Background: an optimization exercise with open tools, aiming at small area, a short achievable clock period and few clock cycles. Do not read the settings as production practice.
At most, simulation tests tie the RTL to the original design; equivalence was not proved.
Power figures rest on the tool's default switching activity, not on a simulated workload.

before:
==> flow/design.v (excerpt) <==
module cpu(clk, reset_n, read_m1, address1, data1, read_m2, write_m2, address2, data2_in, data2_out, num_inst, output_port, is_halted);
	input clk;
	input reset_n;
	output read_m1;
	output [16-1:0] address1;
	output read_m2;
	output write_m2;
	output [16-1:0] address2;
	input [16-1:0] data1;
	input [16-1:0] data2_in;
	output [16-1:0] data2_out;
	output reg [16-1:0] num_inst;
	output reg [16-1:0] output_port;
	output is_halted;
	reg [15:0] pc;                  
	reg        dv;                  
	reg [15:0] di;                  
	reg        mv, m_we, m_ld, m_st, m_wwd, m_hlt;
	reg [1:0]  m_dst;
	reg [15:0] m_res;               
	reg [15:0] m_sd;                
	reg [15:0] r0, r1, r2, r3;
	assign read_m1 = 1'b1;
	assign address1 = pc;
	assign read_m2 = m_ld;
	assign write_m2 = m_st;
	assign address2 = m_res;
	assign data2_out = m_sd;
	assign is_halted = m_hlt;
	wire [3:0] op = di[15:12];
	wire [1:0] rs = di[11:10];
	wire [1:0] rt = di[9:8];
	wire [1:0] rd = di[7:6];
	wire [5:0] fn = di[5:0];
	wire [15:0] imm = {{8{di[7]}}, di[7:0]};
	wire op_br   = (op[3:2] == 2'b00);           
	wire op_adi  = (op == 4'd4);
	wire op_ori  = (op == 4'd5);
	wire op_lhi  = (op == 4'd6);
	wire op_lwd  = (op == 4'd7);
	wire op_swd  = (op == 4'd8);
	wire op_jal  = (op == 4'd10);
	wire op_r    = (op == 4'd15);
	wire r_alu   = op_r & ~fn[3];                
	wire r_spec  = op_r &  fn[3];                
	wire r_jpr   = r_spec & ~fn[2] & ~fn[1];
	wire r_jrl   = r_spec & ~fn[2] &  fn[1];
	wire r_wwd   = r_spec &  fn[2] & ~fn[0];
  ...
==> module cpu, before the edit <==
module cpu(clk, reset_n, read_m1, address1, data1, read_m2, write_m2, address2, data2_in, data2_out, num_inst, output_port, is_halted);
	input clk;
	input reset_n;
	output read_m1;
	output [16-1:0] address1;
	output read_m2;
	output write_m2;
	output [16-1:0] address2;
	input [16-1:0] data1;
	input [16-1:0] data2_in;
	output [16-1:0] data2_out;
	output reg [16-1:0] num_inst;
	output reg [16-1:0] output_port;
	output is_halted;
	reg [15:0] pc;                  
	reg        dv;                  
	reg [15:0] di;                  
	reg        mv, m_we, m_ld, m_st, m_wwd, m_hlt;
	reg [1:0]  m_dst;
	reg [15:0] m_res;               
	reg [15:0] m_sd;                
	reg [15:0] r0, r1, r2, r3;
	assign read_m1 = 1'b1;
	assign address1 = pc;
	assign read_m2 = m_ld;
	assign write_m2 = m_st;
	assign address2 = m_res;
	assign data2_out = m_sd;
	assign is_halted = m_hlt;
	wire [3:0] op = di[15:12];
	wire [1:0] rs = di[11:10];
	wire [1:0] rt = di[9:8];
	wire [1:0] rd = di[7:6];
	wire [5:0] fn = di[5:0];
	wire [15:0] imm = {{8{di[7]}}, di[7:0]};
	wire op_br   = (op[3:2] == 2'b00);           
	wire op_adi  = (op == 4'd4);
	wire op_ori  = (op == 4'd5);
	wire op_lhi  = (op == 4'd6);
	wire op_lwd  = (op == 4'd7);
	wire op_swd  = (op == 4'd8);
	wire op_jal  = (op == 4'd10);
	wire op_r    = (op == 4'd15);
	wire r_alu   = op_r & ~fn[3];                
	wire r_spec  = op_r &  fn[3];                
	wire r_jpr   = r_spec & ~fn[2] & ~fn[1];
	wire r_jrl   = r_spec & ~fn[2] &  fn[1];
	wire r_wwd   = r_spec &  fn[2] & ~fn[0];
	wire r_hlt   = r_spec &  fn[2] &  fn[0];
	wire jr      = r_jpr | r_jrl;
	wire use_rs  = ~(op_lhi | op == 4'd9 | op_jal);
	wire use_rt  = (op_br & ~op[1]) | op_swd | (r_alu & ~fn[2]);
	wire we      = op_adi | op_ori | op_lhi | op_lwd | r_alu | op_jal | r_jrl;
	wire [1:0] dst = (op_jal | r_jrl) ? 2'd2 : op_r ? rd : rt;
	wire fwd_ok = mv & m_we & ~m_ld;
	wire [15:0] rf_a = rs[1] ? (rs[0] ? r3 : r2) : (rs[0] ? r1 : r0);
	wire [15:0] rf_b = rt[1] ? (rt[0] ? r3 : r2) : (rt[0] ? r1 : r0);
	wire [15:0] A = (fwd_ok && m_dst == rs) ? m_res : rf_a;
	wire [15:0] B = (fwd_ok && m_dst == rt) ? m_res : rf_b;
	wire stall = dv & mv & m_ld & ((use_rs && m_dst == rs) || (use_rt && m_dst == rt));
	wire d_hlt = dv & r_hlt;
	wire hold  = stall | d_hlt;
	wire issue = dv & ~hold;
	wire is_sub = r_alu & (fn[2:0] == 3'd1);
	wire is_tcp = r_alu & (fn[2:0] == 3'd5);
	wire [15:0] add_x = is_tcp ? ~A : A;
	wire [15:0] add_y = is_tcp ? 16'd0 : r_alu ? (is_sub ? ~B : B) : imm;
	wire [15:0] sum = add_x + add_y + {15'd0, is_sub | is_tcp};
	reg [15:0] res;
	always @(*) begin
		if (op_r) begin
			case (fn[2:0])
				3'd2: res = A & B;
				3'd3: res = A | B;
				3'd4: res = ~A;
				3'd6: res = {A[14:0], 1'b0};
				3'd7: res = {1'b0, A[15:1]};
				default: res = sum;
			endcase
			if (r_spec) res = fn[1] ? pc : A;         
		end
		else if (op_ori) res = A | imm;
		else if (op_lhi) res = {di[7:0], 8'h00};
		else if (op_jal) res = pc;
		else res = sum;
	end
	wire a_zero = (A == 16'd0);
	wire eq = (A == B);
	reg taken;
	always @(*) begin
		case (op[1:0])
			2'd0: taken = ~eq;
			2'd1: taken = eq;
			2'd2: taken = ~A[15] & ~a_zero;
			default: taken = A[15];
		endcase
	end
	wire [15:0] btarget = pc + imm;
	wire br_redirect = issue & op_br & taken & (di[7:0] != 8'd0);
	wire jr_redirect = issue & (jr | op_jal);
	wire redirect = br_redirect | jr_redirect;
	wire f_jump = (data1[15:12] == 4'd9);
	wire [15:0] pc_inc = pc + 16'd1;
	wire [15:0] pc_next = hold ? pc :
	                      br_redirect ? btarget :
	                      jr_redirect ? (op_jal ? {4'h0, di[11:0]} : A) :
	                      f_jump ? {4'h0, data1[11:0]} : pc_inc;
	always @(posedge clk) begin
		if (!reset_n) begin
			pc <= 16'd0;
			dv <= 1'b0;
			mv <= 1'b0;
			m_we <= 1'b0;
			m_ld <= 1'b0;
			m_st <= 1'b0;
			m_wwd <= 1'b0;
			m_hlt <= 1'b0;
			num_inst <= 16'd0;
			output_port <= 16'd0;
		end
		else begin
			pc <= pc_next;
			if (!hold)
				dv <= ~redirect;
			mv <= issue;
			m_we <= issue & we;
			m_ld <= issue & op_lwd;
			m_st <= issue & op_swd;
			m_wwd <= issue & r_wwd;
			m_hlt <= d_hlt;
			if (mv) num_inst <= num_inst + 16'd1;
			if (mv & m_wwd) output_port <= m_res;
		end
	end
	always @(posedge clk) begin
		if (!hold) begin
			di <= data1;
		end
		m_dst <= dst;
		m_res <= res;
		m_sd <= B;
	end
	wire [15:0] wd = reset_n ? (m_ld ? data2_in : m_res) : 16'd0;
	wire wr = m_we | ~reset_n;
	always @(posedge clk) begin
		if (wr && (m_dst == 2'd0 || !reset_n)) r0 <= wd;
		if (wr && (m_dst == 2'd1 || !reset_n)) r1 <= wd;
		if (wr && (m_dst == 2'd2 || !reset_n)) r2 <= wd;
		if (wr && (m_dst == 2'd3 || !reset_n)) r3 <= wd;
	end
endmodule
Settings: LEC_CHECK=0, ABC_AREA=1, CAP_MARGIN=20, CORE_MARGIN=2, CORE_UTILIZATION=40, PLACE_DENSITY=0.6, SLEW_MARGIN=20; clock period 15.0 ns.
standard.sh (not shown) runs the stock make flow with config.mk's settings and CLKGATE_MAP_FILE= SYNTH_SCRIPT=/design/flow/synth_recipe.tcl, a recipe that flattens the netlist after the stock synthesis.
==> flow/flow/run.sh <==
#!/bin/bash
# Standard ORFS layout; flow/args adds make variables (a larger SETUP_SLACK_MARGIN makes the
# resizer work on the critical paths even though the clock constraint is loose).
set -euo pipefail
bash standard.sh $(cat flow/args) finish > standard_flow.log 2>&1
==> flow/flow/args <==
SETUP_SLACK_MARGIN=11
Edits applied to the flow inputs when going from before to after:
--- a/flow/design.v
+++ b/flow/design.v
@@ -16,6 +16,7 @@
 	reg [15:0] pc;                  
 	reg        dv;                  
 	reg [15:0] di;                  
+	reg [15:0] dpc1;                
 	reg        mv, m_we, m_ld, m_st, m_wwd, m_hlt;
 	reg [1:0]  m_dst;
 	reg [15:0] m_res;               
@@ -78,11 +79,11 @@
 				3'd7: res = {1'b0, A[15:1]};
 				default: res = sum;
 			endcase
-			if (r_spec) res = fn[1] ? pc : A;         
+			if (r_spec) res = fn[1] ? dpc1 : A;       
 		end
 		else if (op_ori) res = A | imm;
 		else if (op_lhi) res = {di[7:0], 8'h00};
-		else if (op_jal) res = pc;
+		else if (op_jal) res = dpc1;
 		else res = sum;
 	end
 	wire a_zero = (A == 16'd0);
@@ -96,15 +97,15 @@
 			default: taken = A[15];
 		endcase
 	end
-	wire [15:0] btarget = pc + imm;
+	wire [15:0] btarget = dpc1 + imm;
 	wire br_redirect = issue & op_br & taken & (di[7:0] != 8'd0);
-	wire jr_redirect = issue & (jr | op_jal);
+	wire jr_redirect = issue & jr;
 	wire redirect = br_redirect | jr_redirect;
-	wire f_jump = (data1[15:12] == 4'd9);
+	wire f_jump = (data1[15:12] == 4'd9) | (data1[15:12] == 4'd10);
 	wire [15:0] pc_inc = pc + 16'd1;
 	wire [15:0] pc_next = hold ? pc :
 	                      br_redirect ? btarget :
-	                      jr_redirect ? (op_jal ? {4'h0, di[11:0]} : A) :
+	                      jr_redirect ? A :
 	                      f_jump ? {4'h0, data1[11:0]} : pc_inc;
 	always @(posedge clk) begin
 		if (!reset_n) begin
@@ -136,6 +137,7 @@
 	always @(posedge clk) begin
 		if (!hold) begin
 			di <= data1;
+			dpc1 <= pc_inc;
 		end
 		m_dst <= dst;
 		m_res <= res;
[summary]
Wire: after routes less than before
When after is measured against before, its routed metal-1 wire length turns out about 2.6% higher.
Per the comparison of after with before, number of clock sinks seen by CTS has increased, clock group share of total power now sits lower, half-perimeter wire length after placement has decreased.
Compared with before, in after post-layout total power now sits higher; fraction of final layout cells sized beyond drive strength 1 dropped 0.19 points; chip width saw an increase.
Going from before to after, the final design area excluding fillers was found to have gone up by 250 µm².
The flow did not stop early for after: all stages ran, and the layout cleared the timing, design-rule and antenna checks.
Testbench counts of after, summed over its fixed seeds: cycles 39,662.
The RTL of before was laid out without a check of its function.

separate check: timing with driven ports:
The results above use ideal ports. As a check the final layouts listed here were re-extracted and re-timed, cells and wires unchanged. Step 1 assumes that a clkbuf_16 drives the clock port and a buf_2 every other input. Step 2 adds t to the input delays and takes it off the output delays; t is the mean of the earliest and latest rising clock arrival at the registers after step 1. Input paths then give back, and output paths get back, about the clock's delay inside the block. Slacks: ideal ports / drivers / drivers and shift; pairs: ideal ports / drivers.
run	t (ns)	slack for setup (ns)	slew at the worst register clock pin (ns)
before	0.491	10.998 / 10.947 / 10.657	0.08 / 0.08
after	0.486	11.016 / 10.965 / 10.665	0.08 / 0.08
After both steps setup and hold are still met in every run listed. For after, which loses most, drivers alone change the setup slack by -0.051 ns; drivers and shift together by -0.351 ns.
